Source: an optimization exercise on an open RTL-to-GDS flow (aim: small area). Production flows keep margins and buffers that such runs may drop. The RTL was checked by simulation tests, not by an equivalence proof against the original design. Power and IR drop assume default switching activity.

==> flow/design.v <==
module spdif_decoder (
    input clk_in,
    input reset,             
    input rx_in,
    output i2s_bck,
    output i2s_ws,
    output i2s_d0,
    output init_st);         
  reg [2:0] corr;
  always @(posedge clk_in, posedge reset)
    if (reset) corr <= 3'b000;
    else       corr <= {corr[1:0], rx_in};
  wire rxedge = corr[2] ^ corr[1];
  wire rxup   = rxedge & corr[1];
  wire rxdown = rxedge & !corr[1];
  reg [7:0] bckcnt;
  reg [7:0] bitlen;
  reg bitedge;
  reg diffnz;
  reg bck_reg;
  reg phase;
  wire bck_hi = ((bckcnt >= 8'd18) & (bckcnt <= 8'd34)) |
                ((bckcnt >= 8'd52) & (bckcnt <= 8'd68)) |
                ((bckcnt >= 8'd86) & (bckcnt <= 8'd102));
  wire flip = ((bckcnt >= 8'd43) & (bckcnt <= 8'd58) & diffnz) |
              ((bckcnt >= 8'd77) & (bckcnt <= 8'd92));
  always @(posedge clk_in, posedge reset)
    if (reset) begin
      bckcnt  <= 8'h00;
      bitlen  <= 8'hff;
      bitedge <= 1'b0;
      diffnz  <= 1'b0;
      bck_reg <= 1'b0;
      phase   <= 1'b0;
    end else begin
      bitedge <= rxedge;
      bitlen  <= bitedge ? 8'h00 : bitlen + 8'h01;
      if (rxup) begin
        bckcnt <= 8'h00;
        diffnz <= 1'b0;
        if (flip) phase <= !phase;
      end else if (rxdown) begin
        diffnz <= (bckcnt != 8'h00);
      end else begin
        bckcnt  <= bckcnt + 8'h01;
        bck_reg <= bck_hi ^ !phase;
      end
    end
  assign i2s_bck = bck_reg;
  wire le20 = bitlen <= 8'd20;
  wire le38 = bitlen <= 8'd38;
  wire lt42 = bitlen <  8'd42;
  wire gt42 = bitlen >  8'd42;
  localparam [3:0]
    INIT_ST          = 4'b0000,
    SEARCH_ST        = 4'b0001,
    FOUND_1_0_ST     = 4'b0010,
    FOUND_1_1_ST     = 4'b0011,
    FOUND_0_ST       = 4'b0100,
    FOUND_SYNC_0_ST  = 4'b0101,
    FOUND_SYNC_B_ST  = 4'b0110,
    FOUND_SYNC_B1_ST = 4'b0111,
    FOUND_SYNC_B2_ST = 4'b1000,
    FOUND_SYNC_W_ST  = 4'b1001,
    FOUND_SYNC_W1_ST = 4'b1010,
    FOUND_SYNC_W2_ST = 4'b1011,
    FOUND_SYNC_M_ST  = 4'b1100,
    FOUND_SYNC_M1_ST = 4'b1101,
    FOUND_SYNC_M2_ST = 4'b1110;
  reg [3:0] st, st_next;
  reg [4:0] idx;
  reg ws_reg, d0_reg;
  reg [23:0] bufL, bufR;
  assign init_st = (st == INIT_ST);
  assign i2s_ws = ws_reg;
  assign i2s_d0 = d0_reg;
  wire data_st = (st == FOUND_1_1_ST) | (st == FOUND_0_ST);
  wire sync2_st = (st == FOUND_SYNC_B2_ST) | (st == FOUND_SYNC_W2_ST) | (st == FOUND_SYNC_M2_ST);
  wire in24 = idx < 5'd24;
  wire shift = data_st & bitedge & in24;
  wire newbit = (st == FOUND_1_1_ST);
  always @* begin
    st_next = st;
    case (st)
      INIT_ST:          st_next = SEARCH_ST;
      SEARCH_ST:        if (bitedge & gt42) st_next = FOUND_SYNC_0_ST;
      FOUND_SYNC_0_ST:  if (bitedge) st_next = le20 ? FOUND_SYNC_B_ST :
                                               le38 ? FOUND_SYNC_W_ST :
                                               gt42 ? FOUND_SYNC_M_ST : SEARCH_ST;
      FOUND_SYNC_B_ST:  if (bitedge & le20) st_next = FOUND_SYNC_B1_ST;
      FOUND_SYNC_B1_ST: if (bitedge & !lt42) st_next = FOUND_SYNC_B2_ST;
      FOUND_SYNC_W_ST:  if (bitedge & le20) st_next = FOUND_SYNC_W1_ST;
      FOUND_SYNC_W1_ST: if (bitedge & !le20 & lt42) st_next = FOUND_SYNC_W2_ST;
      FOUND_SYNC_M_ST:  if (bitedge & le20) st_next = FOUND_SYNC_M1_ST;
      FOUND_SYNC_M1_ST: if (bitedge & le20) st_next = FOUND_SYNC_M2_ST;
      FOUND_SYNC_B2_ST, FOUND_SYNC_W2_ST, FOUND_SYNC_M2_ST,
      FOUND_1_0_ST:     if (bitedge) begin
                          if (le20) st_next = (st == FOUND_1_0_ST) ? FOUND_1_1_ST : FOUND_1_0_ST;
                          else if (st != FOUND_1_0_ST) st_next = FOUND_0_ST;
                        end
      FOUND_1_1_ST, FOUND_0_ST:
                        if (bitedge) begin
                          if (le20) st_next = FOUND_1_0_ST;
                          else if (lt42) st_next = FOUND_0_ST;
                          else if (gt42) st_next = FOUND_SYNC_0_ST;
                        end
      default:          st_next = SEARCH_ST;
    endcase
  end
  always @(posedge clk_in, posedge reset)
    if (reset) begin
      st     <= INIT_ST;
      idx    <= 5'd0;
      ws_reg <= 1'b0;
      d0_reg <= 1'b0;
      bufL   <= 24'h0;
      bufR   <= 24'h0;
    end else begin
      st <= st_next;
      if (sync2_st) idx <= 5'd0;
      else if (data_st & bitedge) idx <= idx + 5'd1;
      if (sync2_st) ws_reg <= (st == FOUND_SYNC_W2_ST);
      else if ((st == INIT_ST) | (st == SEARCH_ST)) ws_reg <= 1'b0;
      if (st == INIT_ST) d0_reg <= 1'b0;
      else if (data_st & in24) d0_reg <= ws_reg ? bufL[idx] : bufR[idx];
      if (shift & !ws_reg) bufL <= {bufL[22:0], newbit};
      if (shift & ws_reg)  bufR <= {bufR[22:0], newbit};
    end
endmodule
module timer_simple (
    input clk_in,
    input reset,             
    input [15:0] cnt,
    output reg done);
   wire hit = &{cnt[15:14], cnt[11:5], cnt[2:1]};
   always @(posedge clk_in, posedge reset)
     if (reset)    done <= 1'b0;
     else if (hit) done <= 1'b1;
endmodule
module amp_state_control (
    input clk_in,
    input reset,             
    input nerror_in,
    output nmute_out,
    output i2c_active,
    output [7:0] i2c_tick);
  wire [15:0] cnt;
  wire done;
  reg muted;
  clk_div div (.clk_in(clk_in), .reset(reset), .cnt(cnt));
  timer_simple tim (.clk_in(clk_in), .reset(reset), .cnt(cnt), .done(done));
  always @(posedge clk_in, posedge reset)
    if (reset) muted <= 1'b0;
    else if (done & !nerror_in) muted <= 1'b1;
  assign nmute_out = done & !muted;
  assign i2c_active = cnt[15] & !cnt[14] & !done;
  assign i2c_tick = cnt[13:6];
endmodule
module clk_div (
    input clk_in,
    input reset,             
    output reg [15:0] cnt);
   always @(posedge clk_in, posedge reset)
     if (reset) cnt <= 16'h2fe0;
     else       cnt <= cnt + 16'h0001;
endmodule
module amp_i2c_master (
    input [7:0] tick_idx,
    input active,
    output sda,
    output scl);
   reg [1:0] lines;
   always @*
     case (tick_idx)
       8'd0: lines = 2'b11;
       8'd1: lines = 2'b11;
       8'd2: lines = 2'b01;
       8'd3: lines = 2'b00;
       8'd4: lines = 2'b00;
       8'd5: lines = 2'b01;
       8'd6: lines = 2'b01;
       8'd7: lines = 2'b00;
       8'd8: lines = 2'b10;
       8'd9: lines = 2'b11;
       8'd10: lines = 2'b11;
       8'd11: lines = 2'b10;
       8'd12: lines = 2'b00;
       8'd13: lines = 2'b01;
       8'd14: lines = 2'b01;
       8'd15: lines = 2'b00;
       8'd16: lines = 2'b00;
       8'd17: lines = 2'b01;
       8'd18: lines = 2'b01;
       8'd19: lines = 2'b00;
       8'd20: lines = 2'b00;
       8'd21: lines = 2'b01;
       8'd22: lines = 2'b01;
       8'd23: lines = 2'b00;
       8'd24: lines = 2'b00;
       8'd25: lines = 2'b01;
       8'd26: lines = 2'b01;
       8'd27: lines = 2'b00;
       8'd28: lines = 2'b00;
       8'd29: lines = 2'b01;
       8'd30: lines = 2'b01;
       8'd31: lines = 2'b00;
       8'd32: lines = 2'b00;
       8'd33: lines = 2'b01;
       8'd34: lines = 2'b01;
       8'd35: lines = 2'b10;
       8'd36: lines = 2'b10;
       8'd37: lines = 2'b11;
       8'd38: lines = 2'b11;
       8'd39: lines = 2'b10;
       8'd40: lines = 2'b00;
       8'd41: lines = 2'b00;
       8'd42: lines = 2'b01;
       8'd43: lines = 2'b01;
       8'd44: lines = 2'b00;
       8'd45: lines = 2'b10;
       8'd46: lines = 2'b11;
       8'd47: lines = 2'b11;
       8'd48: lines = 2'b10;
       8'd49: lines = 2'b00;
       8'd50: lines = 2'b01;
       8'd51: lines = 2'b01;
       8'd52: lines = 2'b00;
       8'd53: lines = 2'b00;
       8'd54: lines = 2'b01;
       8'd55: lines = 2'b01;
       8'd56: lines = 2'b00;
       8'd57: lines = 2'b00;
       8'd58: lines = 2'b01;
       8'd59: lines = 2'b01;
       8'd60: lines = 2'b00;
       8'd61: lines = 2'b00;
       8'd62: lines = 2'b01;
       8'd63: lines = 2'b01;
       8'd64: lines = 2'b00;
       8'd65: lines = 2'b00;
       8'd66: lines = 2'b01;
       8'd67: lines = 2'b01;
       8'd68: lines = 2'b00;
       8'd69: lines = 2'b00;
       8'd70: lines = 2'b01;
       8'd71: lines = 2'b01;
       8'd72: lines = 2'b00;
       8'd73: lines = 2'b00;
       8'd74: lines = 2'b11;
       8'd75: lines = 2'b11;
       8'd76: lines = 2'b10;
       8'd77: lines = 2'b00;
       8'd78: lines = 2'b00;
       8'd79: lines = 2'b01;
       8'd80: lines = 2'b01;
       8'd81: lines = 2'b00;
       8'd82: lines = 2'b00;
       8'd83: lines = 2'b01;
       8'd84: lines = 2'b01;
       8'd85: lines = 2'b00;
       8'd86: lines = 2'b00;
       8'd87: lines = 2'b01;
       8'd88: lines = 2'b01;
       8'd89: lines = 2'b00;
       8'd90: lines = 2'b10;
       8'd91: lines = 2'b11;
       8'd92: lines = 2'b11;
       8'd93: lines = 2'b10;
       8'd94: lines = 2'b10;
       8'd95: lines = 2'b11;
       8'd96: lines = 2'b11;
       8'd97: lines = 2'b10;
       8'd98: lines = 2'b00;
       8'd99: lines = 2'b01;
       8'd100: lines = 2'b01;
       8'd101: lines = 2'b00;
       8'd102: lines = 2'b00;
       8'd103: lines = 2'b01;
       8'd104: lines = 2'b01;
       8'd105: lines = 2'b00;
       8'd106: lines = 2'b00;
       8'd107: lines = 2'b01;
       8'd108: lines = 2'b01;
       8'd109: lines = 2'b00;
       8'd110: lines = 2'b00;
       8'd111: lines = 2'b11;
       8'd112: lines = 2'b11;
       8'd113: lines = 2'b10;
       8'd114: lines = 2'b01;
       8'd115: lines = 2'b01;
       8'd116: lines = 2'b01;
       8'd117: lines = 2'b01;
       8'd118: lines = 2'b01;
       8'd119: lines = 2'b01;
       8'd120: lines = 2'b01;
       8'd121: lines = 2'b01;
       8'd122: lines = 2'b01;
       8'd123: lines = 2'b01;
       8'd124: lines = 2'b01;
       8'd125: lines = 2'b01;
       8'd126: lines = 2'b01;
       8'd127: lines = 2'b01;
       8'd128: lines = 2'b11;
       8'd129: lines = 2'b11;
       8'd130: lines = 2'b01;
       8'd131: lines = 2'b00;
       8'd132: lines = 2'b00;
       8'd133: lines = 2'b01;
       8'd134: lines = 2'b01;
       8'd135: lines = 2'b00;
       8'd136: lines = 2'b10;
       8'd137: lines = 2'b11;
       8'd138: lines = 2'b11;
       8'd139: lines = 2'b10;
       8'd140: lines = 2'b00;
       8'd141: lines = 2'b01;
       8'd142: lines = 2'b01;
       8'd143: lines = 2'b00;
       8'd144: lines = 2'b00;
       8'd145: lines = 2'b01;
       8'd146: lines = 2'b01;
       8'd147: lines = 2'b00;
       8'd148: lines = 2'b00;
       8'd149: lines = 2'b01;
       8'd150: lines = 2'b01;
       8'd151: lines = 2'b00;
       8'd152: lines = 2'b00;
       8'd153: lines = 2'b01;
       8'd154: lines = 2'b01;
       8'd155: lines = 2'b00;
       8'd156: lines = 2'b00;
       8'd157: lines = 2'b01;
       8'd158: lines = 2'b01;
       8'd159: lines = 2'b00;
       8'd160: lines = 2'b00;
       8'd161: lines = 2'b01;
       8'd162: lines = 2'b01;
       8'd163: lines = 2'b10;
       8'd164: lines = 2'b10;
       8'd165: lines = 2'b11;
       8'd166: lines = 2'b11;
       8'd167: lines = 2'b10;
       8'd168: lines = 2'b00;
       8'd169: lines = 2'b00;
       8'd170: lines = 2'b01;
       8'd171: lines = 2'b01;
       8'd172: lines = 2'b00;
       8'd173: lines = 2'b00;
       8'd174: lines = 2'b01;
       8'd175: lines = 2'b01;
       8'd176: lines = 2'b00;
       8'd177: lines = 2'b10;
       8'd178: lines = 2'b11;
       8'd179: lines = 2'b11;
       8'd180: lines = 2'b10;
       8'd181: lines = 2'b10;
       8'd182: lines = 2'b11;
       8'd183: lines = 2'b11;
       8'd184: lines = 2'b10;
       8'd185: lines = 2'b00;
       8'd186: lines = 2'b01;
       8'd187: lines = 2'b01;
       8'd188: lines = 2'b00;
       8'd189: lines = 2'b10;
       8'd190: lines = 2'b11;
       8'd191: lines = 2'b11;
       8'd192: lines = 2'b10;
       8'd193: lines = 2'b00;
       8'd194: lines = 2'b01;
       8'd195: lines = 2'b01;
       8'd196: lines = 2'b00;
       8'd197: lines = 2'b10;
       8'd198: lines = 2'b11;
       8'd199: lines = 2'b11;
       8'd200: lines = 2'b10;
       8'd201: lines = 2'b00;
       8'd202: lines = 2'b11;
       8'd203: lines = 2'b11;
       8'd204: lines = 2'b10;
       8'd205: lines = 2'b00;
       8'd206: lines = 2'b00;
       8'd207: lines = 2'b01;
       8'd208: lines = 2'b01;
       8'd209: lines = 2'b00;
       8'd210: lines = 2'b00;
       8'd211: lines = 2'b01;
       8'd212: lines = 2'b01;
       8'd213: lines = 2'b00;
       8'd214: lines = 2'b00;
       8'd215: lines = 2'b01;
       8'd216: lines = 2'b01;
       8'd217: lines = 2'b00;
       8'd218: lines = 2'b00;
       8'd219: lines = 2'b01;
       8'd220: lines = 2'b01;
       8'd221: lines = 2'b00;
       8'd222: lines = 2'b10;
       8'd223: lines = 2'b11;
       8'd224: lines = 2'b11;
       8'd225: lines = 2'b10;
       8'd226: lines = 2'b00;
       8'd227: lines = 2'b01;
       8'd228: lines = 2'b01;
       8'd229: lines = 2'b00;
       8'd230: lines = 2'b00;
       8'd231: lines = 2'b01;
       8'd232: lines = 2'b01;
       8'd233: lines = 2'b00;
       8'd234: lines = 2'b00;
       8'd235: lines = 2'b01;
       8'd236: lines = 2'b01;
       8'd237: lines = 2'b00;
       8'd238: lines = 2'b00;
       8'd239: lines = 2'b11;
       8'd240: lines = 2'b11;
       8'd241: lines = 2'b10;
       8'd242: lines = 2'b01;
       8'd243: lines = 2'b01;
       8'd244: lines = 2'b01;
       8'd245: lines = 2'b01;
       8'd246: lines = 2'b01;
       8'd247: lines = 2'b01;
       8'd248: lines = 2'b01;
       8'd249: lines = 2'b01;
       8'd250: lines = 2'b01;
       8'd251: lines = 2'b01;
       8'd252: lines = 2'b01;
       8'd253: lines = 2'b01;
       8'd254: lines = 2'b01;
       8'd255: lines = 2'b01;
       default: lines = 2'b11;
     endcase
   assign sda = !active | lines[1];
   assign scl = !active | lines[0];
endmodule
module amp_frontend (
    input reset,
    input wire clk,
    input rx_in,
    input nerror_in,
    output i2s_bck,
    output i2s_ws,
    output i2s_d0,
    output i2c_sda,
    output i2c_scl,
    output nenable_out,
    output nmute_out);
    wire init_st;
    wire i2c_active;
    wire [7:0] i2c_tick;
    spdif_decoder spdif (
      .clk_in(clk),
      .reset(reset),
      .rx_in(rx_in),
      .i2s_bck(i2s_bck),
      .i2s_ws(i2s_ws),
      .i2s_d0(i2s_d0),
      .init_st(init_st));
    assign nenable_out = init_st;
    amp_state_control ctrl (
      .clk_in(clk),
      .reset(reset),
      .nerror_in(nerror_in),
      .nmute_out(nmute_out),
      .i2c_active(i2c_active),
      .i2c_tick(i2c_tick));
    amp_i2c_master i2c (
      .tick_idx(i2c_tick),
      .active(i2c_active),
      .sda(i2c_sda),
      .scl(i2c_scl));
endmodule
==> flow/flow/run.sh <==
#!/bin/bash
# The standard layout (standard.sh), with the clock tree built without
# dummy loads and with the buffers and clustering below, and minimum-size
# port buffers. Each tool's output goes to the ORFS logs; make's to standard.log.
export CTS_ARGS="-repair_clock_nets -dont_use_dummy_load -sink_clustering_enable -sink_buffer_max_cap_derate 1.0 -buf_list {sky130_fd_sc_hd__clkbuf_8 sky130_fd_sc_hd__clkbuf_16}"
export BUFFER_PORTS_ARGS="-buffer_cell sky130_fd_sc_hd__buf_1"
bash standard.sh > standard.log 2>&1
==> flow/standard.sh <==
#!/bin/bash
# synth_recipe.tcl (not shown) runs the flow's synth.tcl, then flattens the netlist and writes it again
# the make line also repeats each setting of config.mk as NAME=value (left out here)
make -C /OpenROAD-flow-scripts/flow DESIGN_CONFIG=/design/flow/config.mk WORK_HOME=/design/flow/orfs CLKGATE_MAP_FILE= SYNTH_SCRIPT=/design/flow/synth_recipe.tcl "${@:-finish}"
==> flow/config.mk <==
export PLATFORM = sky130hd
export DESIGN_NAME = amp_frontend
export DESIGN_NICKNAME = amp_frontend
export VERILOG_FILES = /design/flow/design.v
export SDC_FILE = /design/flow/constraint.sdc
export NUM_CORES = 4
export LEC_CHECK = 0
export CAP_MARGIN = 20
export CORE_MARGIN = 2
export CORE_UTILIZATION = 40
export SLEW_MARGIN = 20
==> flow/constraint.sdc <==
create_clock -name core_clock -period 10.0 [get_ports {clk}]
set_input_delay 2.0000 -clock core_clock [delete_from_list [all_inputs] [get_ports {clk}]]
set_output_delay 2.0000 -clock core_clock [all_outputs]
set_load 0.01 [all_outputs]
==> Flow_metrics.wiki, run 1 <==
{| class="wikitable"
! Metric !! Value
|-
| Outcome || timing/DRC/antenna clean
|-
| EDFF count, synth || 0
|-
| Number of placed instances with taps included || 660
|-
| Top Ports || 11
|-
| Insertion delay of the later-clocked pin in the worst-skew pair || 0.36 ns
|-
| Setup-violating endpoint count in the final report || 0
|-
| Bufs on Longest Clock Path || 2
|-
| Area share of xor/xnor cells in the synthesized design || 4.79%
|-
| Final period util || 44.9%
|-
| First-pass GRT wire length || 17700 um
|-
| Worst clock skew || 0.0182 ns
|-
| Primary flip-flop cell chosen by synthesis mapping || sky130_fd_sc_hd__dfrtp_1
|-
| YS warnings || 5
|-
| Mean instance size in the synthesized netlist || 10.9 um^2
|-
| Setup repair after global routing missed its margin || false
|-
| Port buffer count || 10
|-
| Critical path arrival || 2.49 ns
|-
| Share of the synthesized area in the top cell type || 38.3%
|-
| Vias in the first global route || 3642
|-
| Number of non-filler instances in the completed layout || 669
|-
| Area of the die || 14700 um^2
|-
| CTS resizes || 0
|-
| Number of slew-limit violations in the final report || 0
|-
| Worst-case setup slack after placement || 5.94 ns
|-
| Detailed placement HPWL || 6760 um
|-
| Final setup margin || 5.51 ns
|-
| Largest registers ranked by flip-flop count || spdif.bufL: 24 flops, spdif.bufR: 24 flops, ctrl.div.cnt: 16 flops
|-
| Post-synthesis net count || 524
|-
| Setup total negative slack || 0 ns
|-
| Final Wtd Congestion || 0.927
|-
| Static Leak || 0.00254 uW
|-
| Synth Area in Compound Gates || 11.1%
|-
| Global-route congestion overflow total || 0
|-
| Classification of the worst setup path || reg -> out
|-
| Vias post-DR || 3667
|-
| Chip Height || 121 um
|-
| Critical R2R Capture || spdif.bufR[5]$_DFFE_PP0P_
|-
| Final wirelength || 9960 um
|-
| Fraction of layout instances using a drive strength above 1 || 12.2%
|-
| Class of the worst hold path || reg -> reg
|-
| Register Area || 2520 um^2
|-
| Slew margin rel. || 47.0%
|-
| Clock tree root driver cell || sky130_fd_sc_hd__clkbuf_8
|-
| Hold Fails Final Rpt || 0
|-
| Synthesized instance count || 505
|-
| # Post-CTS Setup Buffers || 0
|-
| Area share of and/or/nand/nor cells after synthesis || 13.5%
|-
| Final period demand of the worst path || 4.49 ns
|-
| Cell types occupying the most area after synthesis || sky130_fd_sc_hd__dfrtp_1 (38%), sky130_fd_sc_hd__mux2_1 (7.8%), sky130_fd_sc_hd__dfstp_2 (7.7%)
|-
| DRC violations left || 0
|-
| CTS tree || done
|-
| Maxcap violations || 0
|-
| Vias per cell || 5.48
|-
| Share of cell area taken by muxes after synthesis || 16.5%
|-
| Max Freq || 223 MHz
|-
| Largest net degree at the start of global routing || 54
|-
| Reg2reg path depth || 6
|-
| Library cells used by synthesis || 64
|-
| CP required || 8.00 ns
|-
| ANT cells || 0
|-
| Post-route core utilization || 43.1%
|-
| Cell area after synthesis || 5490 um^2
|-
| Die W || 121 um
|-
| Minimum setup slack among reg-to-reg paths || 7.28 ns
|-
| Critical path startpoint category || flop
|-
| Critical register-to-register path startpoint || spdif.st[2]$_DFFE_PP0P_
|-
| Main combinational cell family by area after synthesis || multiplexers
|-
| Global-route usage over all layers || 15.0%
|-
| Endpoint type of the worst setup path || output pin
|-
| Antenna-violating nets left || 0
|-
| Antenna violations before repair || 0
|-
| IR Drop Worst-Case VDD || 0.105 mV
|-
| Power per unit of standard cell area || 121 nW/um^2
|-
| Largest fanout on the critical path || 8
|-
| Endpoint of the most critical setup path || i2c_sda
|-
| Post-Synth Adder-Cell Area || 3.60%
|-
| Syn-to-layout area delta || 4.43%
|-
| Total Power || 694 uW
|-
| Number of hold buffers added after CTS || 0
|-
| Depth of the CTS H-tree || 3
|-
| Core Rows || 42
|-
| Starting density of the core || 41.3%
|-
| Number of DRC violations after detailed-routing iteration 0 || 215
|-
| Worst setup path start || ctrl.div.cnt[7]$_DFF_PP1_
|-
| Proportion of synthesized flip-flops having asynchronous set or reset || 100%
|-
| Combined area of the multi-input logic cells || 2720 um^2
|-
| TritonCTS Buffers || 9
|-
| Core Region || 13300 um^2
|-
| Sequential area share after synthesis || 46.0%
|-
| Number of nets in the layout || 514
|-
| Clock transition at the register clock pins on the worst setup and hold paths after CTS || 0.09 ns
|-
| CTS sink cnt || 100
|-
| Cell type contributing the most total cell area after synthesis || sky130_fd_sc_hd__dfrtp_1
|-
| Number of fill cells in the layout || 1262
|-
| Worst-margin pin slew || 0.795 ns
|-
| Number of register bits inferred by synthesis || 100
|-
| Average wire per standard cell || 14.9 um
|-
| Initial DRT Pass Iterations || 4
|}
[critical path, stage by stage (launching register included)]
cell,delay [ns]
sky130_fd_sc_hd__dfstp_2,0.60
sky130_fd_sc_hd__inv_1,0.13
sky130_fd_sc_hd__ha_1,0.24
sky130_fd_sc_hd__ha_1,0.30
sky130_fd_sc_hd__nor3_1,0.14
sky130_fd_sc_hd__a21oi_1,0.07
sky130_fd_sc_hd__a21oi_1,0.22
sky130_fd_sc_hd__o221ai_1,0.14
sky130_fd_sc_hd__o211ai_1,0.11
sky130_fd_sc_hd__buf_1,0.17
[layout make-up]
| type | instances | share of cell area (%) |
|---|---|---|
| timing repair buffer | 13 | 1.05 |
| inverter | 22 | 1.49 |
| sequential | 100 | 44.0 |
| multi-input combinational | 349 | 47.4 |
| clock buffer | 9 | 2.16 |
| tap | 176 | 3.84 |
[Yosys cell counts (all sizes together) (2+ instances only)]
library cell and instances:
nand2 32, inv 22, o2111ai 2, nor4 2, and2 3, o21a 3, dfstp 16, mux2i 5
nor2b 7, xor2 16, a31oi 5, nand2b 9, nor2 33, o32ai 2, and3 8, a21oi 19
o22a 2, and4b 2, nor3b 3, dfrtp 84, nand4b 2, a211oi 4, o221ai 2, buf 15
mux2 48, nand3 18, o22ai 2, nor3 11, or2 3, xnor2 14, ha 15, o31ai 7
clkbuf 19, mux4 14, or3 3, nand4 6, a32oi 2, o21ai 28, o211ai 3
[through the flow]
stage / hold WS (ns) / instance area [um^2]
after global routing: 0.386 / 5730
after CTS: 0.386 / 5730
final: 0.378 / 5730
after detailed placement: 0.357 / 5600
after floorplan: 0.331 / 5490
after global placement: 0.338 / 5600
[where the power goes]
group / total, uW / internal (uW) / switching (uW)
logic: 50.4 / 20.8 / 29.6
clock network: 203 / 80.9 / 122
registers: 441 / 416 / 24.8
[metal layers]
metal / wire (um) / GRT usage [%] / vias up / share of wire (%)
li1: - / - / 1779 / -
met1: 4900 / 20.7 / 1822 / 49
met2: 4610 / 23.0 / 54 / 46
met3: 297 / 3.57 / 12 / 3.0
met4: 155 / 6.03 / 0 / 1.6
met5: 0 / 0 / - / 0
[logic make-up after synthesis]
family	after synthesis
DFF	100
muxes	67
adders and majority gates	16
xor gates and xnor gates	30
buffers and inverters	56
and+or+nand+nor	144
AOI/OAI and AO/OA	92
[layout by cell type (no fill, tap or decap), drive strengths merged, types with 3 or more instances in the layout]
cell type	netlist	routed
dfstp	16	16
a31oi	5	5
nand4	6	6
xnor2	14	14
or2	3	3
dfrtp	84	84
a21oi	19	19
buf	15	13
a211oi	4	4
mux2i	5	5
xor2	16	16
or3	3	3
and3	8	8
nand2b	9	9
o21ai	28	28
o21a	3	3
clkbuf	19	9
nor2b	7	7
nand3	18	18
nor3b	3	3
o211ai	3	3
and2	3	3
o31ai	7	7
nand2	32	32
ha	15	15
mux4	14	14
mux2	48	48
nor3	11	11
inv	22	22
nor2	33	33
[worst min path at each step]
stage | from | to | slack [ns] | depth (start not counted)
3_5_place_dp | spdif.corr[0]$_DFF_PP0_ | spdif.corr[1]$_DFF_PP0_ | 0.36 | 0
5_1_grt | spdif.corr[0]$_DFF_PP0_ | spdif.corr[1]$_DFF_PP0_ | 0.39 | 0
3_3_place_gp | spdif.corr[0]$_DFF_PP0_ | spdif.corr[1]$_DFF_PP0_ | 0.34 | 0
6_report | spdif.corr[0]$_DFF_PP0_ | spdif.corr[1]$_DFF_PP0_ | 0.38 | 0
4_1_cts | spdif.corr[0]$_DFF_PP0_ | spdif.corr[1]$_DFF_PP0_ | 0.39 | 0
2_1_floorplan | spdif.corr[0]$_DFF_PP0_ | spdif.corr[1]$_DFF_PP0_ | 0.33 | 0
==> run 2: changes to the inputs <==
==> flow/flow/run.sh (replaced) <==
#!/bin/bash
# The standard layout (standard.sh), with the clock tree built without
# dummy loads and with the buffers and clustering below, and minimum-size
# port buffers. Each tool's output goes to the ORFS logs; make's to standard.log.
export CTS_ARGS="-repair_clock_nets -dont_use_dummy_load -sink_clustering_enable -sink_buffer_max_cap_derate 0.5 -sink_clustering_size 40 -buf_list {sky130_fd_sc_hd__clkbuf_16}"
export BUFFER_PORTS_ARGS="-buffer_cell sky130_fd_sc_hd__buf_1"
bash standard.sh > standard.log 2>&1
==> run 2 against run 1 <==
Cell count did not move. Count of clock-buffer cells in the layout did not move. Register-to-register slack barely moved. First-iteration DRC count fell by 6.5%. Global-route usage rose by 0.17 points. Core utilization rose by 0.76 points. Cell area rose by 1.8%. Non-clock buffer count did not move. Hold slack got worse by 0.0034 ns. Synthesized cell count did not move. Combinational power barely moved. Sequential cell count did not move. Critical path type unchanged. Largest cell class unchanged. Highest routed layer unchanged.
==> Flow_metrics.wiki, run 2 <==
{| class="wikitable"
! Metric !! Value
|-
| Outcome || timing/DRC/antenna clean
|-
| Cell area after synthesis || 5490 um^2 (unchanged)
|-
| Number of slew-limit violations in the final report || 0 (unchanged)
|-
| Die W || 121 um (unchanged)
|-
| CTS sink cnt || 100 (unchanged)
|-
| Synthesized instance count || 505 (unchanged)
|-
| Register Area || 2520 um^2 (unchanged)
|-
| Worst setup path start || ctrl.div.cnt[7]$_DFF_PP1_
|-
| Slew margin rel. || 46.9% (-0.13 points)
|-
| Combined area of the multi-input logic cells || 2720 um^2 (unchanged)
|-
| Worst-case setup slack after placement || 5.94 ns (unchanged)
|-
| Vias per cell || 5.49 (about the same)
|-
| Core Region || 13300 um^2 (unchanged)
|-
| Largest net degree at the start of global routing || 54 (unchanged)
|-
| Number of fill cells in the layout || 1252 (-0.79%)
|-
| Setup repair after global routing missed its margin || false
|-
| Worst-margin pin slew || 0.797 ns (+0.00200 ns)
|-
| Number of hold buffers added after CTS || 0 (unchanged)
|-
| Hold Fails Final Rpt || 0 (unchanged)
|-
| Chip Height || 121 um (unchanged)
|-
| Global-route congestion overflow total || 0 (unchanged)
|-
| Hold Crit Start || spdif.corr[0]$_DFF_PP0_
|-
| Total Power || 786 uW (+13%)
|-
| Number of register bits inferred by synthesis || 100 (unchanged)
|-
| Standard cell with the maximum stage delay on the critical path || sky130_fd_sc_hd__dfstp_2
|-
| Library cells used by synthesis || 64 (unchanged)
|-
| Share of the synthesized area in the top cell type || 38.3% (unchanged)
|-
| Maxcap violations || 0 (unchanged)
|-
| Largest fanout on the critical path || 8 (unchanged)
|-
| Cell type contributing the most total cell area after synthesis || sky130_fd_sc_hd__dfrtp_1
|-
| Ranking of synthesized cells by instance count || sky130_fd_sc_hd__dfrtp_1 (84), sky130_fd_sc_hd__mux2_1 (38), sky130_fd_sc_hd__nor2_1 (33)
|-
| Global-route usage over all layers || 15.2% (+0.17 points)
|-
| EDFF count, synth || 0 (unchanged)
|-
| CTS tree || done
|-
| Number of non-filler instances in the completed layout || 669 (unchanged)
|-
| Fraction of layout instances using a drive strength above 1 || 12.2% (unchanged)
|-
| Port buffer count || 10 (unchanged)
|-
| Vias in the first global route || 3646 (+0.11%)
|-
| Depth of the CTS H-tree || 3 (unchanged)
|-
| Classification of the worst setup path || reg -> out
|-
| Antenna violations before repair || 0 (unchanged)
|-
| Post-synthesis net count || 524 (unchanged)
|-
| TritonCTS Buffers || 9 (unchanged)
|-
| CTS resizes || 0 (unchanged)
|-
| IR Drop Worst-Case VDD || 0.104 mV (-0.70%)
|-
| Number of placed instances with taps included || 660 (unchanged)
|-
| Sequential area share after synthesis || 46.0% (unchanged)
|-
| Starting density of the core || 41.3% (unchanged)
|-
| Final Wtd Congestion || 0.927 (unchanged)
|-
| Class of the worst hold path || reg -> reg
|-
| Clock tree root driver cell || sky130_fd_sc_hd__clkbuf_16
|-
| Cells along the critical path || inv_1 > ha_1 > ha_1 > nor3_1 > a21oi_1 > a21oi_1 > o221ai_1 > o211ai_1 > buf_1
|-
| # Post-CTS Setup Buffers || 0 (unchanged)
|-
| Final period util || 44.7% (-0.22 points)
|-
| CP required || 8.00 ns (about the same)
|-
| Most common cell after layout, fill and taps aside || sky130_fd_sc_hd__dfrtp_1
|-
| Core Rows || 42 (unchanged)
|-
| Detailed placement HPWL || 6760 um (unchanged)
|-
| Final period demand of the worst path || 4.47 ns (-0.0221 ns)
|-
| Static Leak || 0.00258 uW (+1.8%)
|-
| DRC violations left || 0 (unchanged)
|-
| Setup total negative slack || 0 ns (unchanged)
|-
| First-pass GRT wire length || 17800 um (+0.63%)
|-
| Post-route core utilization || 43.8% (+0.76 points)
|-
| Final setup margin || 5.53 ns (+0.0221 ns)
|-
| Top Ports || 11 (unchanged)
|-
| Antenna-violating nets left || 0 (unchanged)
|-
| Initial DRT Pass Iterations || 4 (unchanged)
|-
| Final wirelength || 10100 um (+1.5%)
|-
| Mean instance size in the synthesized netlist || 10.9 um^2 (unchanged)
|-
| YS warnings || 5 (unchanged)
|-
| Vias post-DR || 3670 (+0.082%)
|-
| Primary flip-flop cell chosen by synthesis mapping || sky130_fd_sc_hd__dfrtp_1
|-
| Clock transition at the register clock pins on the worst setup and hold paths after CTS || 0.07 ns (-0.02 ns)
|-
| Number of nets in the layout || 514 (unchanged)
|-
| Critical path startpoint category || flop
|-
| Top library cells by usage in the layout, fill and taps aside || sky130_fd_sc_hd__dfrtp_1 (84), sky130_fd_sc_hd__mux2_1 (38), sky130_fd_sc_hd__nor2_1 (33)
|-
| Proportion of synthesized flip-flops having asynchronous set or reset || 100% (unchanged)
|-
| Worst clock skew || 0.0154 ns (-0.00281 ns)
|-
| Area of the die || 14700 um^2 (unchanged)
|-
| ANT cells || 0 (unchanged)
|-
| Endpoint type of the worst setup path || output pin
|-
| Max Freq || 224 MHz (+0.49%)
|-
| Critical register-to-register path startpoint || spdif.st[2]$_DFFE_PP0P_
|-
| Largest registers ranked by flip-flop count || spdif.bufL: 24 flops, spdif.bufR: 24 flops, ctrl.div.cnt: 16 flops
|-
| Insertion delay of the later-clocked pin in the worst-skew pair || 0.35 ns (about the same)
|-
| Syn-to-layout area delta || 6.27%
|-
| Critical path arrival || 2.47 ns (-0.02 ns)
|-
| Number of DRC violations after detailed-routing iteration 0 || 201 (-6.5%)
|-
| Largest stage delay, worst path || 0.60 ns (about the same)
|-
| Power per unit of standard cell area || 135 nW/um^2 (+11%)
|-
| Setup-violating endpoint count in the final report || 0 (unchanged)
|-
| Average wire per standard cell || 15.1 um (+1.5%)
|-
| Cell types occupying the most area after synthesis || sky130_fd_sc_hd__dfrtp_1 (38%), sky130_fd_sc_hd__mux2_1 (7.8%), sky130_fd_sc_hd__dfstp_2 (7.7%)
|-
| Bufs on Longest Clock Path || 2 (unchanged)
|-
| Most used standard cell by instance count after synthesis || sky130_fd_sc_hd__dfrtp_1
|}
run 2: logic make-up (layout without fill, tap and decap cells):
logic type	Yosys count	after routing	share of synthesized area (%)
adder cells (fa/ha/maj)	16	16	3.60
flip-flops	100	100	46.0
AO/OA/AOI/OAI	92	92	11.1
XOR/XNOR	30	30	4.79
AND/OR/NAND/NOR	144	144	13.5
multiplexers	67	67	16.5
buffers and inverters	56	44	4.49
run 2: per-stage QoR:
| stage | hold WS, ns | cell area, um^2 |
|---|---|---|
| after floorplan | 0.331 | 5490 |
| after global routing | 0.381 | 5830 |
| after CTS | 0.380 | 5830 |
| after global placement | 0.338 | 5600 |
| after detailed placement | 0.357 | 5600 |
| final | 0.375 | 5830 |
run 2: cell type report:
type,count,share of cell area [%]
Tap cell,176,3.78
Timing Repair Buffer,13,1.03
Clock buffer,9,3.86
Multi-Input combinational cell,349,46.6
Inverter,22,1.46
Sequential cell,100,43.3
run 2: power by group:
part | leakage (uW) | total, uW | internal, uW | switching (uW)
Clock | 0.000111 | 293 | 159 | 135
Sequential | 0.00130 | 442 | 417 | 25.0
Combinational | 0.00117 | 50.6 | 20.8 | 29.8
run 2: worst paths after layout:
path                                         endpoint  slack (ns)  cells past startpoint
min in group asynchronous     spdif.corr[0]$_DFF_PP0_        1.71                      2
max reg2reg                spdif.bufR[22]$_DFFE_PP0P_        7.27                      6
max                                           i2c_sda        5.53                      9
min                           spdif.corr[1]$_DFF_PP0_        0.37                      0
min reg2reg                   spdif.corr[1]$_DFF_PP0_        0.37                      0
max in group asynchronous   spdif.bufR[8]$_DFFE_PP0P_        7.21                      3
run 2: worst max-delay path, delay by kind of cell (launching register included):
family,cells,cell delay (ns)
compound gates,4,0.54
buf+inv,2,0.30
flops,1,0.60
fa+ha+maj,2,0.54
simple gates,1,0.14
run 2: per-layer routing:
metal / part of all wire (%) / vias up / global-route usage [%]
li1: - / 1779 / -
met1: 48 / 1820 / 20.8
met2: 46 / 56 / 23.1
met3: 3.6 / 15 / 3.99
met4: 1.8 / 0 / 5.81
met5: 0 / - / 0
==> run 3: changes to the inputs <==
==> flow/flow/run.sh (replaced) <==
#!/bin/bash
# The standard layout (standard.sh) with three changes:
#  - synthesis maps the logic with an area-oriented ABC recipe (area.abc) and
#    leaves adders to ABC instead of mapping them to adder cells first;
#  - the clock tree is built without dummy load cells;
#  - ports get minimum-size buffers.
# make's output goes to standard.log; each tool's log is in orfs/logs.
set -euo pipefail
W=$PWD
export AREA_ABC_SCRIPT=$W/flow/area.abc
export FLOW_SYNTH_TCL=$W/synth_recipe.tcl
export ADDER_MAP_FILE=
export CTS_ARGS="-sink_clustering_enable -repair_clock_nets -dont_use_dummy_load -buf_list {sky130_fd_sc_hd__clkbuf_4 sky130_fd_sc_hd__clkbuf_8}"
export BUFFER_PORTS_ARGS="-buffer_cell sky130_fd_sc_hd__buf_1"
sed "s#SYNTH_SCRIPT=[^ ]*#SYNTH_SCRIPT=$W/flow/area_synth.tcl#" standard.sh > area_standard.sh
grep -q "SYNTH_SCRIPT=$W/flow/area_synth.tcl" area_standard.sh
bash area_standard.sh > standard.log 2>&1
==> flow/flow/area.abc (new file) <==
strash
&get -n
&fraig -x
&put
scorr
dc2
strash
&get -n
&deepsyn -T 30 -S 7
&put
dch -f
amap
==> flow/flow/area_synth.tcl (new file) <==
# The standard flow's synthesis script (synth_recipe.tcl, which sources ORFS's synth.tcl)
# with one change: the ABC call uses the area-oriented recipe in area.abc
# instead of ORFS's speed script. Registers are mapped before ABC runs, so
# they are the same as in the standard synthesis.
proc abc {args} {
  set i [lsearch $args -script]
  if {$i >= 0} { lset args [expr {$i + 1}] $::env(AREA_ABC_SCRIPT) }
  yosys abc {*}$args
}
source $::env(FLOW_SYNTH_TCL)
--- a/flow/config.mk
+++ b/flow/config.mk
@@ -7,5 +7,5 @@
 export LEC_CHECK = 0
 export CAP_MARGIN = 20
 export CORE_MARGIN = 2
-export CORE_UTILIZATION = 40
+export CORE_UTILIZATION = 65
 export SLEW_MARGIN = 20
==> run 3 against run 2 <==
Cell count down 7.9%. Register-to-register slack got worse by 0.69 ns. Critical endpoint unchanged. Fmax down 3.0%. Area after synthesis down 17%. Via count is 1.0% lower. Core utilization increased by 28 points. Sequential power is 34% higher. Cell area is 17% lower.
==> Flow_metrics.wiki, run 3 <==
{| class="wikitable"
! Metric !! Value
|-
| P_int || 747 uW (+25%)
|-
| Port buffer count || 10 (unchanged)
|-
| # Post-CTS Setup Buffers || 0 (unchanged)
|-
| Sequential area share after synthesis || 55.4% (+9.4 points)
|-
| Number of slew-limit violations in the final report || 0 (unchanged)
|-
| Bufs on Longest Clock Path || 2 (unchanged)
|-
| Capture endpoint of the worst hold path || spdif.corr[1]$_DFF_PP0_
|-
| Number of register bits inferred by synthesis || 100 (unchanged)
|-
| Most common cell after layout, fill and taps aside || sky130_fd_sc_hd__nor2_1
|-
| Number of nets in the layout || 526 (+2.3%)
|-
| Met2 track utilization from global routing || 41.0% (+18 points)
|-
| Critical path arrival || 2.60 ns (+0.13 ns)
|-
| Proportion of synthesized flip-flops having asynchronous set or reset || 100% (unchanged)
|-
| Primary flip-flop cell chosen by synthesis mapping || sky130_fd_sc_hd__dfrtp_1
|-
| IR Drop Worst-Case VDD || 0.125 mV (+20%)
|-
| Largest net degree at the start of global routing || 56 (+3.7%)
|-
| Setup repair after global routing missed its margin || false
|-
| Hold Fails Final Rpt || 0 (unchanged)
|-
| Number of hold buffers added after CTS || 0 (unchanged)
|-
| Library cells used by synthesis || 34 (-47%)
|-
| Proportion of power drawn by the clock network || 16.7% (-21 points)
|-
| Mean instance size in the synthesized netlist || 9.15 um^2 (-16%)
|-
| Chip Height || 87.7 um (-28%)
|-
| DRC violations left || 0 (unchanged)
|-
| Largest registers ranked by flip-flop count || spdif.bufL: 24 flops, spdif.bufR: 24 flops, ctrl.div.cnt: 16 flops
|-
| Vias post-DR || 3632 (-1.0%)
|-
| Die W || 87.7 um (-28%)
|-
| Hold Crit Start || spdif.corr[0]$_DFF_PP0_
|-
| Setup-violating endpoint count in the final report || 0 (unchanged)
|-
| CTS sink cnt || 100 (unchanged)
|-
| Psw || 427 uW (+130%)
|-
| Worst clock skew || 0.0195 ns (+0.00407 ns)
|-
| Switching Share || 36.4% (+12 points)
|-
| Core Region || 6790 um^2 (-49%)
|-
| Number of cells on the worst hold path || 0 (unchanged)
|-
| Cell area after synthesis || 4550 um^2 (-17%)
|-
| Ranking of synthesized cells by instance count || sky130_fd_sc_hd__nor2_1 (105), sky130_fd_sc_hd__dfrtp_1 (84), sky130_fd_sc_hd__clkinv_1 (79)
|-
| Top Ports || 11 (unchanged)
|-
| CP required || 8.00 ns (about the same)
|-
| Global-route congestion overflow total || 0 (unchanged)
|-
| Syn-to-layout area delta || 6.73%
|-
| Initial DRT Pass Iterations || 5 (+1)
|-
| Static Leak || 0.00193 uW (-25%)
|-
| Post-synthesis net count || 502 (-4.2%)
|-
| Final period util || 46.0% (+1.4 points)
|-
| Detailed placement HPWL || 6450 um (-4.5%)
|-
| Reg2reg path depth || 20 (+14)
|-
| Depth of the CTS H-tree || 3 (unchanged)
|-
| Cell type contributing the most total cell area after synthesis || sky130_fd_sc_hd__dfrtp_1
|-
| First-pass GRT wire length || 15600 um (-13%)
|-
| Final period demand of the worst path || 4.60 ns (+0.137 ns)
|-
| Critical register-to-register path startpoint || ctrl.div.cnt[1]$_DFF_PP0_
|-
| Vias in the first global route || 3390 (-7.0%)
|-
| CTS tree || done
|-
| CTS resizes || 0 (unchanged)
|-
| YS warnings || 5 (unchanged)
|-
| Gr busiest metal || met2
|-
| Worst-case setup slack after placement || 5.82 ns (-0.128 ns)
|-
| ANT cells || 0 (unchanged)
|-
| Met3 Usage GRT || 5.18% (+1.2 points)
|-
| M1 GR Usage || 36.1% (+15 points)
|-
| Synthesized instance count || 498 (-1.4%)
|-
| Classification of the worst setup path || reg -> out
|-
| Max Freq || 217 MHz (-3.0%)
|-
| Final Wtd Congestion || 0.905 (-2.4%)
|-
| Area of the die || 7690 um^2 (-48%)
|-
| Fraction of layout instances using a drive strength above 1 || 5.58% (-6.6 points)
|-
| Combined area of the multi-input logic cells || 1740 um^2 (-36%)
|-
| Number of fill cells in the layout || 535 (-57%)
|-
| Final setup margin || 5.40 ns (-0.137 ns)
|-
| Share of the synthesized area in the top cell type || 46.2% (+7.8 points)
|-
| Post-route core utilization || 71.5% (+28 points)
|-
| Class of the worst hold path || reg -> reg
|-
| Clock transition at the register clock pins on the worst setup and hold paths after CTS || 0.09 ns (+0.02 ns)
|-
| Global-route usage over all layers || 25.5% (+10 points)
|-
| Critical R2R Capture || ctrl.div.cnt[15]$_DFF_PP0_
|-
| Antenna violations before repair || 0 (unchanged)
|-
| Power share of the combinational group || 32.9% (+26 points)
|-
| Most used standard cell by instance count after synthesis || sky130_fd_sc_hd__nor2_1
|-
| Maxcap violations || 0 (unchanged)
|-
| Setup total negative slack || 0 ns (unchanged)
|-
| Number of DRC violations after detailed-routing iteration 0 || 297 (+48%)
|-
| TritonCTS Buffers || 9 (unchanged)
|-
| Core Rows || 30 (-29%)
|-
| Seq pwr share || 50.4% (-5.8 points)
|-
| Insertion delay of the later-clocked pin in the worst-skew pair || 0.35 ns (about the same)
|-
| Slew margin rel. || 52.3% (+5.5 points)
|-
| Largest fanout on the critical path || 8 (unchanged)
|-
| Cell types occupying the most area after synthesis || sky130_fd_sc_hd__dfrtp_1 (46%), sky130_fd_sc_hd__dfstp_2 (9.2%), sky130_fd_sc_hd__nor2_1 (8.7%)
|-
| Endpoint type of the worst setup path || output pin
|-
| Clock tree root driver cell || sky130_fd_sc_hd__clkbuf_8
|-
| Antenna-violating nets left || 0 (unchanged)
|-
| Critical path startpoint category || flop
|-
| EDFF count, synth || 0 (unchanged)
|-
| Worst hold margin || 0.358 ns (-0.0169 ns)
|-
| Outcome || timing/DRC/antenna clean
|-
| Average wire per standard cell || 14.7 um (-2.7%)
|-
| Starting density of the core || 67.0% (+26 points)
|-
| Final wirelength || 9060 um (-10%)
|-
| Vias per cell || 5.90 (+7.5%)
|-
| Minimum setup slack among reg-to-reg paths || 6.58 ns (-0.69 ns)
|-
| Power per unit of standard cell area || 241 nW/um^2 (+79%)
|-
| Top library cells by usage in the layout, fill and taps aside || sky130_fd_sc_hd__nor2_1 (105), sky130_fd_sc_hd__dfrtp_1 (84), sky130_fd_sc_hd__clkinv_1 (78)
|-
| Worst-margin pin slew || 0.708 ns (-0.0894 ns)
|-
| Register Area || 2520 um^2 (unchanged)
|}
## run 3: cell types whose count changed after synthesis, moves of 11 or more
cell / before / now
sky130_fd_sc_hd__o22ai_1: 2 / 26
sky130_fd_sc_hd__nor2_1: 33 / 105
sky130_fd_sc_hd__ha_1: 15 / 0
sky130_fd_sc_hd__xor2_1: 16 / 0
sky130_fd_sc_hd__inv_1: 22 / 0
sky130_fd_sc_hd__mux2_1: 38 / 0
sky130_fd_sc_hd__clkbuf_1: 19 / 0
sky130_fd_sc_hd__o22a_1: 2 / 31
sky130_fd_sc_hd__clkinv_1: 0 / 79
sky130_fd_sc_hd__nand3_1: 18 / 3
sky130_fd_sc_hd__buf_2: 11 / 0
sky130_fd_sc_hd__mux4_2: 14 / 0
sky130_fd_sc_hd__xnor2_1: 14 / 0
## run 3: kinds of logic after synthesis
kind of cell	after synthesis	share of synthesized area, %
AOI/OAI and AO/OA	149	22.7
buffers and inverters	79	6.51
DFF	100	55.4
and+or+nand+nor	170	15.4
## run 3: worst max-delay path, cell delays in order, from the launching register on
cell	delay, ns
sky130_fd_sc_hd__dfstp_2	0.60
sky130_fd_sc_hd__clkinv_1	0.12
sky130_fd_sc_hd__nor2_1	0.20
sky130_fd_sc_hd__clkinv_1	0.12
sky130_fd_sc_hd__a22oi_1	0.17
sky130_fd_sc_hd__nor2_1	0.06
sky130_fd_sc_hd__or4_1	0.51
sky130_fd_sc_hd__a31oi_1	0.22
sky130_fd_sc_hd__or3_1	0.14
sky130_fd_sc_hd__buf_1	0.14
## run 3: area by class of cell
cell class / instances / area share (%)
multi-input combinational: 319 / 35.7
inverter: 79 / 6.15
timing repair buffer: 13 / 1.24
sequential: 100 / 51.9
clock buffer: 9 / 2.55
tap: 96 / 2.47
## run 3: power by group through the flow
stage / clock network (uW) / registers, uW / logic [uW]
after floorplan: 0 / 571 / 300
after global placement: 0 / 593 / 367
after detailed placement: 0 / 596 / 381
after CTS: 203 / 590 / 382
after global routing: 218 / 604 / 430
final: 196 / 592 / 385
## run 3: per-layer routing
layer | wire (um) | part of all wire [%] | vias to the layer above
li1 | - | - | 1820
met1 | 4340 | 48 | 1728
met2 | 4280 | 47 | 73
met3 | 323 | 3.6 | 11
met4 | 124 | 1.4 | 0
met5 | 0 | 0 | -
## run 3: through the flow
stage	std cells	area, um^2	total power, uW
after floorplan	498	4550	871
after global placement	607	4740	961
after detailed placement	607	4740	977
after CTS	616	4860	1170
after global routing	616	4860	1250
final	616	4860	1170
## run 3: worst max-delay path by stage
stage,startpoint,endpoint,slack [ns]
after floorplan,ctrl.div.cnt[7]$_DFF_PP1_,i2c_sda,6.07
after global routing,ctrl.div.cnt[7]$_DFF_PP1_,i2c_sda,5.22
after detailed placement,ctrl.div.cnt[7]$_DFF_PP1_,i2c_sda,5.82
after CTS,ctrl.div.cnt[7]$_DFF_PP1_,i2c_sda,5.42
after global placement,ctrl.div.cnt[7]$_DFF_PP1_,i2c_sda,5.82
final,ctrl.div.cnt[7]$_DFF_PP1_,i2c_sda,5.40
==> run 4: changes to the inputs <==
--- a/flow/config.mk
+++ b/flow/config.mk
@@ -7,5 +7,5 @@
 export LEC_CHECK = 0
 export CAP_MARGIN = 20
 export CORE_MARGIN = 2
-export CORE_UTILIZATION = 65
+export CORE_UTILIZATION = 40
 export SLEW_MARGIN = 20
==> run 4 against run 3 <==
First-iteration DRC count is 35% lower. Core utilization is 27 points lower. Total power decreased by 0.17%. Clock skew is 0.0048 ns higher. Sequential power down 0.7%. Sequential cell count unchanged. Global-route usage decreased by 9.4 points.
==> Flow_metrics.wiki, run 4 <==
{| class="wikitable"
! Metric !! Value
|-
| YS warnings || 5 (unchanged)
|-
| Initial DRT Pass Iterations || 6 (+1)
|-
| Depth of the CTS H-tree || 3 (unchanged)
|-
| Maxcap violations || 0 (unchanged)
|-
| Worst-margin pin slew || 0.904 ns (+0.196 ns)
|-
| Critical register-to-register path startpoint || ctrl.div.cnt[1]$_DFF_PP0_
|-
| First-pass GRT wire length || 16500 um (+6.2%)
|-
| Antenna violations before repair || 0 (unchanged)
|-
| Number of slew-limit violations in the final report || 0 (unchanged)
|-
| Static Leak || 0.00193 uW (unchanged)
|-
| Core Rows || 38 (+27%)
|-
| Port buffer count || 10 (unchanged)
|-
| Syn-to-layout area delta || 7.94%
|-
| Setup total negative slack || 0 ns (unchanged)
|-
| CTS resizes || 0 (unchanged)
|-
| Vias in the first global route || 3525 (+4.0%)
|-
| Cell types occupying the most area after synthesis || sky130_fd_sc_hd__dfrtp_1 (46%), sky130_fd_sc_hd__dfstp_2 (9.2%), sky130_fd_sc_hd__nor2_1 (8.7%)
|-
| Number of fill cells in the layout || 1082 (+100%)
|-
| Cell type contributing the most total cell area after synthesis || sky130_fd_sc_hd__dfrtp_1
|-
| Most common cell after layout, fill and taps aside || sky130_fd_sc_hd__nor2_1
|-
| Final wirelength || 9300 um (+2.6%)
|-
| Cell area after synthesis || 4550 um^2 (unchanged)
|-
| Core Region || 11000 um^2 (+62%)
|-
| Area of placed instances || 4790 um^2 (+1.2%)
|-
| Antenna-violating nets left || 0 (unchanged)
|-
| Fraction of layout instances using a drive strength above 1 || 5.58% (unchanged)
|-
| Area share of and/or/nand/nor cells after synthesis || 15.4% (unchanged)
|-
| Top Ports || 11 (unchanged)
|-
| Hold Fails Final Rpt || 0 (unchanged)
|-
| Most used standard cell by instance count after synthesis || sky130_fd_sc_hd__nor2_1
|-
| Clock tree root driver cell || sky130_fd_sc_hd__clkbuf_8
|-
| Synthesized instance count || 498 (unchanged)
|-
| CTS sink cnt || 100 (unchanged)
|-
| Primary flip-flop cell chosen by synthesis mapping || sky130_fd_sc_hd__dfrtp_1
|-
| Bufs on Longest Clock Path || 2 (unchanged)
|-
| Number of nets in the layout || 526 (unchanged)
|-
| Power per unit of standard cell area || 238 nW/um^2 (-1.3%)
|-
| Class of the worst hold path || reg -> reg
|-
| Classification of the worst setup path || reg -> out
|-
| Starting density of the core || 41.5% (-26 points)
|-
| Largest stage delay, worst path || 0.61 ns (about the same)
|-
| Final setup margin || 5.43 ns (+0.0318 ns)
|-
| Top library cells by usage in the layout, fill and taps aside || sky130_fd_sc_hd__nor2_1 (105), sky130_fd_sc_hd__dfrtp_1 (84), sky130_fd_sc_hd__clkinv_1 (78)
|-
| Chip Height || 111 um (+26%)
|-
| Clock transition at the register clock pins on the worst setup and hold paths after CTS || 0.08 ns (about the same)
|-
| Number of DRC violations after detailed-routing iteration 0 || 193 (-35%)
|-
| Cells along the critical path || clkinv_1 > nor2_1 > clkinv_1 > a22oi_1 > nor2_1 > or4_1 > a31oi_1 > or3_1 > buf_1
|-
| Mean instance size in the synthesized netlist || 9.15 um^2 (unchanged)
|-
| Main combinational cell family by area after synthesis || compound AO/OA/AOI/OAI gates
|-
| Final Wtd Congestion || 0.880 (-2.8%)
|-
| Vias per cell || 5.47 (-7.3%)
|-
| ANT cells || 0 (unchanged)
|-
| Area of the die || 12300 um^2 (+59%)
|-
| Ranking of synthesized cells by instance count || sky130_fd_sc_hd__nor2_1 (105), sky130_fd_sc_hd__dfrtp_1 (84), sky130_fd_sc_hd__clkinv_1 (79)
|-
| Worst-case setup slack after placement || 5.80 ns (-0.0136 ns)
|-
| Critical path arrival || 2.57 ns (-0.03 ns)
|-
| Kind of cell with the highest combined delay on the critical path || simple AND/OR/NAND/NOR gates
|-
| IR Drop Worst-Case VDD || 0.100 mV (-20%)
|-
| Number of register bits inferred by synthesis || 100 (unchanged)
|-
| Synth Area in Compound Gates || 22.7% (unchanged)
|-
| Detailed placement HPWL || 6700 um (+3.8%)
|-
| Insertion delay of the later-clocked pin in the worst-skew pair || 0.36 ns (about the same)
|-
| Final period demand of the worst path || 4.57 ns (-0.0318 ns)
|-
| DRC violations left || 0 (unchanged)
|-
| Critical path startpoint category || flop
|-
| Worst setup path start || ctrl.div.cnt[7]$_DFF_PP1_
|-
| Share of cell area taken by muxes after synthesis || 0% (unchanged)
|-
| Proportion of synthesized flip-flops having asynchronous set or reset || 100% (unchanged)
|-
| Post-route core utilization || 44.8% (-27 points)
|-
| Standard cell with the maximum stage delay on the critical path || sky130_fd_sc_hd__dfstp_2
|-
| Sequential area share after synthesis || 55.4% (unchanged)
|-
| Vias post-DR || 3609 (-0.63%)
|-
| Area share of xor/xnor cells in the synthesized design || 0% (unchanged)
|-
| Endpoint type of the worst setup path || output pin
|-
| Average wire per standard cell || 14.1 um (-4.2%)
|-
| Register Area || 2520 um^2 (unchanged)
|-
| Setup repair after global routing missed its margin || false
|-
| Final instance area || 4920 um^2 (+1.1%)
|-
| Final period util || 45.7% (-0.32 points)
|-
| Max Freq || 219 MHz (+0.70%)
|-
| Die W || 111 um (+26%)
|-
| TritonCTS Buffers || 9 (unchanged)
|-
| Worst clock skew || 0.0243 ns (+0.00483 ns)
|-
| Post-Synth Adder-Cell Area || 0% (unchanged)
|-
| Largest fanout on the critical path || 8 (unchanged)
|-
| Number of hold buffers added after CTS || 0 (unchanged)
|-
| Largest net degree at the start of global routing || 74 (+32%)
|-
| Hold Crit Start || spdif.corr[0]$_DFF_PP0_
|-
| Largest registers ranked by flip-flop count || spdif.bufL: 24 flops, spdif.bufR: 24 flops, ctrl.div.cnt: 16 flops
|-
| CTS tree || done
|-
| Setup-violating endpoint count in the final report || 0 (unchanged)
|-
| Global-route congestion overflow total || 0 (unchanged)
|-
| Post-synthesis net count || 502 (unchanged)
|-
| Library cells used by synthesis || 34 (unchanged)
|-
| Combined area of the multi-input logic cells || 1740 um^2 (unchanged)
|-
| Slew margin rel. || 39.8% (-13 points)
|-
| # Post-CTS Setup Buffers || 0 (unchanged)
|-
| CP required || 8.00 ns (about the same)
|-
| Share of the synthesized area in the top cell type || 46.2% (unchanged)
|-
| Global-route usage over all layers || 16.2% (-9.4 points)
|-
| Outcome || timing/DRC/antenna clean
|-
| EDFF count, synth || 0 (unchanged)
|-
| Worst Path Buf+Inv || 3 (unchanged)
|}
==> run 4: cells by family (layout without fill, tap and decap cells) <==
logic type             count (synthesis)  in the layout
and+or+nand+nor                      170            170
buffers and inverters                 79            101
DFF                                  100            100
AOI/OAI and AO/OA                    149            149
==> run 4: area by class of cell <==
class	count	share of cell area, %
repair buffers	13	1.22
multi-input cells	319	35.3
inverters	79	6.08
flip-flops and latches	100	51.3
clock buffers	9	2.52
well taps	140	3.56
==> run 4: path summary, 6_finish.rpt <==
| check | cells after the start | slack [ns] | to |
|---|---|---|---|
| worst max-delay path | 9 | 5.43 | i2c_sda |
| worst min-delay path | 0 | 0.36 | spdif.corr[1]$_DFF_PP0_ |
| max in group asynchronous | 3 | 7.17 | spdif.bufR[0]$_DFFE_PP0P_ |
| worst max register to register | 20 | 6.56 | ctrl.div.cnt[15]$_DFF_PP0_ |
| min in group asynchronous | 2 | 1.60 | spdif.d0_reg$_DFFE_PP0P_ |
| worst min register to register | 0 | 0.36 | spdif.corr[1]$_DFF_PP0_ |
==> run 4: worst reg2reg max path: stages, from the launching register on <==
cell	delay, ns
sky130_fd_sc_hd__dfrtp_1	0.36
sky130_fd_sc_hd__clkinv_1	0.08
sky130_fd_sc_hd__nor2_1	0.16
sky130_fd_sc_hd__and3_1	0.22
sky130_fd_sc_hd__nand2_1	0.10
sky130_fd_sc_hd__nor2_1	0.14
sky130_fd_sc_hd__clkinv_1	0.10
sky130_fd_sc_hd__nor2_1	0.14
sky130_fd_sc_hd__clkinv_1	0.10
sky130_fd_sc_hd__nor2_1	0.26
sky130_fd_sc_hd__clkinv_1	0.14
sky130_fd_sc_hd__nor2_1	0.15
sky130_fd_sc_hd__clkinv_1	0.10
sky130_fd_sc_hd__nor3_1	0.32
sky130_fd_sc_hd__clkinv_1	0.15
sky130_fd_sc_hd__nor2_1	0.16
sky130_fd_sc_hd__clkinv_1	0.10
sky130_fd_sc_hd__nor2_1	0.17
sky130_fd_sc_hd__nand2_1	0.12
sky130_fd_sc_hd__nor2_1	0.16
sky130_fd_sc_hd__o21ai_0	0.10
==> run 4: metrics by stage <==
| step | power, uW | cells | hold WS [ns] |
|---|---|---|---|
| finish | 1170 | 660 | 0.362 |
| floorplan | 871 | 498 | 0.331 |
| CTS | 1180 | 660 | 0.368 |
| global route | 1260 | 660 | 0.382 |
| global placement | 969 | 651 | 0.338 |
| detailed placement | 979 | 651 | 0.348 |
==> run 4: metal layers <==
layer / routed length [um] / part of all wire [%] / GRT usage (%)
met5: 0 / 0 / 0
met1: 4590 / 49 / 22.5
met3: 282 / 3.0 / 3.61
met4: 182 / 2.0 / 5.67
met2: 4240 / 46 / 25.0
==> run 4: power breakdown <==
| part | internal (uW) | switching (uW) |
|---|---|---|
| combinational | 159 | 225 |
| sequential | 507 | 81.5 |
| clock | 81.0 | 118 |
| total | 747 | 425 |
==> run 5: changes to the inputs <==
--- a/flow/flow/run.sh
+++ b/flow/flow/run.sh
@@ -10,7 +10,7 @@
 export AREA_ABC_SCRIPT=$W/flow/area.abc
 export FLOW_SYNTH_TCL=$W/synth_recipe.tcl
 export ADDER_MAP_FILE=
-export CTS_ARGS="-sink_clustering_enable -repair_clock_nets -dont_use_dummy_load -buf_list {sky130_fd_sc_hd__clkbuf_4 sky130_fd_sc_hd__clkbuf_8}"
+export CTS_ARGS="-sink_clustering_enable -repair_clock_nets -dont_use_dummy_load -buf_list {sky130_fd_sc_hd__clkbuf_2 sky130_fd_sc_hd__clkbuf_4 sky130_fd_sc_hd__clkbuf_8} -sink_clustering_size 20 -sink_clustering_max_diameter 60"
 export BUFFER_PORTS_ARGS="-buffer_cell sky130_fd_sc_hd__buf_1"
 sed "s#SYNTH_SCRIPT=[^ ]*#SYNTH_SCRIPT=$W/flow/area_synth.tcl#" standard.sh > area_standard.sh
 grep -q "SYNTH_SCRIPT=$W/flow/area_synth.tcl" area_standard.sh
--- a/flow/config.mk
+++ b/flow/config.mk
@@ -7,5 +7,5 @@
 export LEC_CHECK = 0
 export CAP_MARGIN = 20
 export CORE_MARGIN = 2
-export CORE_UTILIZATION = 40
+export CORE_UTILIZATION = 65
 export SLEW_MARGIN = 20
==> run 5 against run 4 <==
First-iteration DRC count grew 54%. Total power grew 0.17%. Setup slack worse by 0.032 ns. Count of clock-buffer cells in the layout stayed put. Combinational power hardly changed. Area after synthesis did not move. Via count increased by 0.64%. Register-to-register slack better by 0.02 ns. Global-route usage up 9.4 points. Sequential share of layout area up 0.58 points. Largest power group unchanged.
==> Flow_metrics.wiki, run 5 <==
{| class="wikitable"
! Metric !! Value
|-
| Endpoint type of the worst setup path || output pin
|-
| Area of the die || 7690 um^2 (-37%)
|-
| Cells along the critical path || clkinv_1 > nor2_1 > clkinv_1 > a22oi_1 > nor2_1 > or4_1 > a31oi_1 > or3_1 > buf_1
|-
| Class of the worst hold path || reg -> reg
|-
| Number of hold buffers added after CTS || 0 (unchanged)
|-
| Area share of xor/xnor cells in the synthesized design || 0% (unchanged)
|-
| Sequential area share after synthesis || 55.4% (unchanged)
|-
| Cell area after synthesis || 4550 um^2 (unchanged)
|-
| Critical path startpoint category || flop
|-
| Final wirelength || 9060 um (-2.5%)
|-
| Number of non-filler instances in the completed layout || 616 (-6.7%)
|-
| Clock tree root driver cell || sky130_fd_sc_hd__clkbuf_8
|-
| Post-synthesis net count || 502 (unchanged)
|-
| Outcome || timing/DRC/antenna clean
|-
| Antenna-violating nets left || 0 (unchanged)
|-
| Chip Height || 87.7 um (-21%)
|-
| Number of slew-limit violations in the final report || 0 (unchanged)
|-
| Detailed placement HPWL || 6450 um (-3.7%)
|-
| Worst hold margin || 0.358 ns (-0.00386 ns)
|-
| Vias per cell || 5.90 (+7.8%)
|-
| Number of nets in the layout || 526 (unchanged)
|-
| Static Leak || 0.00193 uW (unchanged)
|-
| Final instance area || 4860 um^2 (-1.1%)
|-
| Worst-margin pin slew || 0.708 ns (-0.196 ns)
|-
| Classification of the worst setup path || reg -> out
|-
| Max Freq || 217 MHz (-0.69%)
|-
| Worst setup path start || ctrl.div.cnt[7]$_DFF_PP1_
|-
| Final period demand of the worst path || 4.60 ns (+0.0318 ns)
|-
| Bufs on Longest Clock Path || 2 (unchanged)
|-
| Fraction of layout instances using a drive strength above 1 || 5.58% (unchanged)
|-
| CP required || 8.00 ns (about the same)
|-
| Area of placed instances || 4740 um^2 (-1.1%)
|-
| Clock transition at the register clock pins on the worst setup and hold paths after CTS || 0.09 ns (about the same)
|-
| TritonCTS Buffers || 9 (unchanged)
|-
| Top Ports || 11 (unchanged)
|-
| Standard cell with the maximum stage delay on the critical path || sky130_fd_sc_hd__dfstp_2
|-
| Port buffer count || 10 (unchanged)
|-
| Synth Area in Compound Gates || 22.7% (unchanged)
|-
| Share of the synthesized area in the top cell type || 46.2% (unchanged)
|-
| Final period util || 46.0% (+0.32 points)
|-
| Final Wtd Congestion || 0.905 (+2.9%)
|-
| Power per unit of standard cell area || 241 nW/um^2 (+1.3%)
|-
| Proportion of synthesized flip-flops having asynchronous set or reset || 100% (unchanged)
|-
| First-pass GRT wire length || 15600 um (-5.8%)
|-
| Endpoint of the most critical setup path || i2c_sda
|-
| Share of cell area taken by muxes after synthesis || 0% (unchanged)
|-
| Minimum setup slack among reg-to-reg paths || 6.58 ns (+0.02 ns)
|-
| Core Region || 6790 um^2 (-38%)
|-
| Largest net degree at the start of global routing || 56 (-24%)
|}
## run 5: how the worst min path moves through the flow
| stage | from | to | slack (ns) | depth (start not counted) |
|---|---|---|---|---|
| 2_1_floorplan | spdif.corr[0]$_DFF_PP0_ | spdif.corr[1]$_DFF_PP0_ | 0.33 | 0 |
| 3_3_place_gp | spdif.corr[0]$_DFF_PP0_ | spdif.corr[1]$_DFF_PP0_ | 0.34 | 0 |
| 3_5_place_dp | spdif.corr[0]$_DFF_PP0_ | spdif.corr[1]$_DFF_PP0_ | 0.34 | 0 |
| 4_1_cts | spdif.corr[0]$_DFF_PP0_ | spdif.corr[1]$_DFF_PP0_ | 0.36 | 0 |
| 5_1_grt | spdif.corr[0]$_DFF_PP0_ | spdif.corr[1]$_DFF_PP0_ | 0.37 | 0 |
| 6_report | spdif.corr[0]$_DFF_PP0_ | spdif.corr[1]$_DFF_PP0_ | 0.36 | 0 |
## run 5: routing by layer
metal / routed length [um] / part of all wire (%) / GRT usage [%] / vias up
met1: 4340 / 48 / 36.1 / 1728
li1: - / - / - / 1820
met4: 124 / 1.4 / 6.15 / 0
met5: 0 / 0 / 0 / -
met3: 323 / 3.6 / 5.18 / 11
met2: 4280 / 47 / 41.0 / 73
## run 5: layout make-up
| cell class | instances | area share (%) |
|---|---|---|
| Clock buffer | 9 | 2.55 |
| Inverter | 79 | 6.15 |
| Multi-Input combinational cell | 319 | 35.7 |
| Sequential cell | 100 | 51.9 |
| Tap cell | 96 | 2.47 |
| Timing Repair Buffer | 13 | 1.24 |
## run 5: logic make-up (layout without fill, tap and decap cells)
| family | Yosys count | count (layout) |
|---|---|---|
| buffers and inverters | 79 | 101 |
| AND/OR/NAND/NOR | 170 | 170 |
| AO/OA/AOI/OAI | 149 | 149 |
| flip-flops | 100 | 100 |
## run 5: report_power, final
part           leakage, uW  internal, uW  total [uW]  switching (uW)
clock network    0.0000647          80.9         196             115
registers          0.00122           507         592            84.7
logic             0.000644           159         385             227
total              0.00193           747        1170             427
## run 5: worst max-delay path: cells and delay by family, from the launching register on
family                 cells  cell delay, ns
AO/OA/AOI/OAI              2            0.39
buffers and inverters      3            0.38
flip-flops                 1            0.60
AND/OR/NAND/NOR            4            0.91
## run 5: metrics by stage
step	utilization, %	setup WS (ns)
floorplan	-	6.07
global placement	69.7	5.82
detailed placement	69.7	5.82
CTS	71.5	5.42
global route	71.5	5.22
finish	71.5	5.40

## static timing again, ports no longer ideal
The flow's constraints put no driver on any port. The routed layouts listed below were extracted and timed again, unchanged, in two steps. Step 1, drivers: a clkbuf_16 drives clk and a buf_2 each remaining input, both assumed. Step 2 times the ports against the registers' clock, not the clock port: input delays grow and output delays shrink by t, the midpoint of the rising clock arrivals with the driver on. Slacks: no drivers / after step 1 / after step 2; pairs: no drivers / after step 1.
run	t, ns	setup slack, ns
run 1	0.393	5.510 / 5.473 / 5.866
run 2	0.381	5.533 / 5.491 / 5.872
run 3	0.378	5.395 / 5.362 / 5.740
run 4	0.379	5.427 / 5.395 / 5.774
run 5	0.378	5.395 / 5.362 / 5.740
After both steps every run listed still meets setup and hold.
